Context: an optimization exercise on an open-source flow, tuned for small area, a short achievable clock period and few clock cycles per item. The choices shown serve that exercise and are no tape-out recipe.

Setup of violet:
==> module aes_controller, before the edit <==
module aes_controller(
    input      [3:0] cnt,
    input            start,
    output     [3:0] cnt_next,
    output           idle,
    output           done,
    output reg [7:0] rc
);
    assign idle = (cnt == 4'd0);
    assign done = (cnt == 4'd10);
    assign cnt_next = idle ? {3'b000, start} : (done ? 4'd0 : cnt + 4'd1);
    always @(*) begin
        case (cnt)
            4'd1:    rc = 8'h01;
            4'd2:    rc = 8'h02;
            4'd3:    rc = 8'h04;
            4'd4:    rc = 8'h08;
            4'd5:    rc = 8'h10;
            4'd6:    rc = 8'h20;
            4'd7:    rc = 8'h40;
            4'd8:    rc = 8'h80;
            4'd9:    rc = 8'h1b;
            4'd10:   rc = 8'h36;
            default: rc = 8'h00;
        endcase
    end
endmodule
==> module aes_top, before the edit <==
module aes_top (
    input          clk,
    input          rst_n,
    input          start,
    input  [127:0] plaintext,
    input  [127:0] cipher_key,
    output [127:0] ciphertext,
    output         done
);
    reg  [3:0]   cnt;
    reg  [127:0] r_q;       
    reg  [127:0] kn_q;      
    reg  [31:0]  s_q;       
    wire [3:0]   cnt_next;
    wire         idle;
    wire [7:0]   rc;
    wire [127:0] k_next, kp_n, x, sb;
    wire [31:0]  s_d;
    aes_controller u_ctrl (.cnt(cnt), .start(start), .cnt_next(cnt_next),
                           .idle(idle), .done(done), .rc(rc));
    key_expansion u_kx (.k_n(kn_q), .s(s_q), .rc(rc), .k_next(k_next));
    mux128_n      u_km (.s(idle), .a(k_next), .b(cipher_key), .y_n(kp_n));
    key_sbox      u_ks (.w_n(kp_n[31:0]), .s(s_d));
    aes_datapath  u_dp (.idle(idle), .r(r_q), .plaintext(plaintext), .kp_n(kp_n), .x(x));
    subbytes      u_sb (.in_state(x), .out_state(sb));
    shiftrows_addkey u_ct (.r(r_q), .k(k_next), .y(ciphertext));
    always @(posedge clk) begin
        r_q  <= sb;
        kn_q <= kp_n;
        s_q  <= s_d;
    end
    always @(posedge clk or negedge rst_n) begin
        if (!rst_n) cnt <= 4'd0;
        else        cnt <= cnt_next;
    end
endmodule
make LEC_CHECK=0 ABC_AREA=0 CAP_MARGIN=20 CORE_MARGIN=2 CORE_UTILIZATION=40 SLEW_MARGIN=20 SYNTH_HIERARCHICAL=1 SYNTH_MINIMUM_KEEP_SIZE=0 finish   # period 7.0 ns
run.sh (not shown) runs the stock make flow with config.mk's settings and CLKGATE_MAP_FILE= SYNTH_SCRIPT=/design/flow/synth_recipe.tcl, a recipe that flattens the netlist after the stock synthesis.
### violet -> onyx
--- a/flow/design.v
+++ b/flow/design.v
@@ -1600,29 +1600,15 @@
 endmodule
 module aes_controller(
-    input      [3:0] cnt,
-    input            start,
-    output     [3:0] cnt_next,
-    output           idle,
-    output           done,
-    output reg [7:0] rc
+    input        idle,
+    input        done,
+    input        start,
+    input  [7:0] rc,
+    output       idle_next,
+    output       done_next,
+    output [7:0] rc_next
 );
-    assign idle = (cnt == 4'd0);
-    assign done = (cnt == 4'd10);
-    assign cnt_next = idle ? {3'b000, start} : (done ? 4'd0 : cnt + 4'd1);
-    always @(*) begin
-        case (cnt)
-            4'd1:    rc = 8'h01;
-            4'd2:    rc = 8'h02;
-            4'd3:    rc = 8'h04;
-            4'd4:    rc = 8'h08;
-            4'd5:    rc = 8'h10;
-            4'd6:    rc = 8'h20;
-            4'd7:    rc = 8'h40;
-            4'd8:    rc = 8'h80;
-            4'd9:    rc = 8'h1b;
-            4'd10:   rc = 8'h36;
-            default: rc = 8'h00;
-        endcase
-    end
+    assign idle_next = idle ? ~start : done;
+    assign done_next = ~idle & (rc == 8'h1b);
+    assign rc_next   = idle ? 8'h01 : {rc[6:0], 1'b0} ^ (rc[7] ? 8'h1b : 8'h00);
 endmodule
 module aes_top (
@@ -1635,15 +1621,18 @@
     output         done
 );
-    reg  [3:0]   cnt;
+    reg          idle;      
+    reg          done_q;    
+    reg  [7:0]   rc;        
     reg  [127:0] r_q;       
     reg  [127:0] kn_q;      
     reg  [31:0]  s_q;       
-    wire [3:0]   cnt_next;
-    wire         idle;
-    wire [7:0]   rc;
+    wire         idle_next, done_next;
+    wire [7:0]   rc_next;
     wire [127:0] k_next, kp_n, x, sb;
     wire [31:0]  s_d;
-    aes_controller u_ctrl (.cnt(cnt), .start(start), .cnt_next(cnt_next),
-                           .idle(idle), .done(done), .rc(rc));
+    aes_controller u_ctrl (.idle(idle), .done(done_q), .start(start), .rc(rc),
+                           .idle_next(idle_next), .done_next(done_next),
+                           .rc_next(rc_next));
+    assign done = done_q;
     key_expansion u_kx (.k_n(kn_q), .s(s_q), .rc(rc), .k_next(k_next));
     mux128_n      u_km (.s(idle), .a(k_next), .b(cipher_key), .y_n(kp_n));
@@ -1656,8 +1645,14 @@
         kn_q <= kp_n;
         s_q  <= s_d;
+        rc   <= rc_next;
     end
     always @(posedge clk or negedge rst_n) begin
-        if (!rst_n) cnt <= 4'd0;
-        else        cnt <= cnt_next;
+        if (!rst_n) begin
+            idle   <= 1'b1;
+            done_q <= 1'b0;
+        end else begin
+            idle   <= idle_next;
+            done_q <= done_next;
+        end
     end
 endmodule
## What came out
Synthesized-area fraction occupied by xor and xnor cells: onyx > violet. Per the comparison of onyx with violet, worst path setup slack after routing fell 0.0096 ns; met1 routing resource usage after global routing down 0.90 points; wire length decreased 2.1 mm; count of plain and timing-repair buffers in the layout +about 0.7%.
Function was not checked in any run of this note: the RTL went through the layout flow alone.

## afterwards: timing with drivers on the ports
The results above use ideal ports. As a check the final layouts listed here were re-extracted and re-timed, cells and wires unchanged.
Step 1 assumes that a clkbuf_16 drives the clock port and a buf_2 every other input.
Step 2 also shifts input and output timing later by t, the mid clock arrival at the registers, as if the neighbouring blocks saw the same clock.
Three values: no drivers, after step 1, after step 2; two values: the first two.
run	shift t [ns]	setup WS [ns]	hold slack, ns	worst slew at a driven data input, ns	pins driven straight from the clock port
violet	0.641	0.422 / 0.422 / 0.120	0.625 / 0.625 / 0.625	0.10	1
onyx	0.627	0.412 / 0.412 / 0.108	0.489 / 0.489 / 0.489	0.11	1
After both steps every run listed still meets setup and hold. For onyx, which loses most, drivers alone change the setup slack by 0.000 ns; drivers and shift together by -0.304 ns.
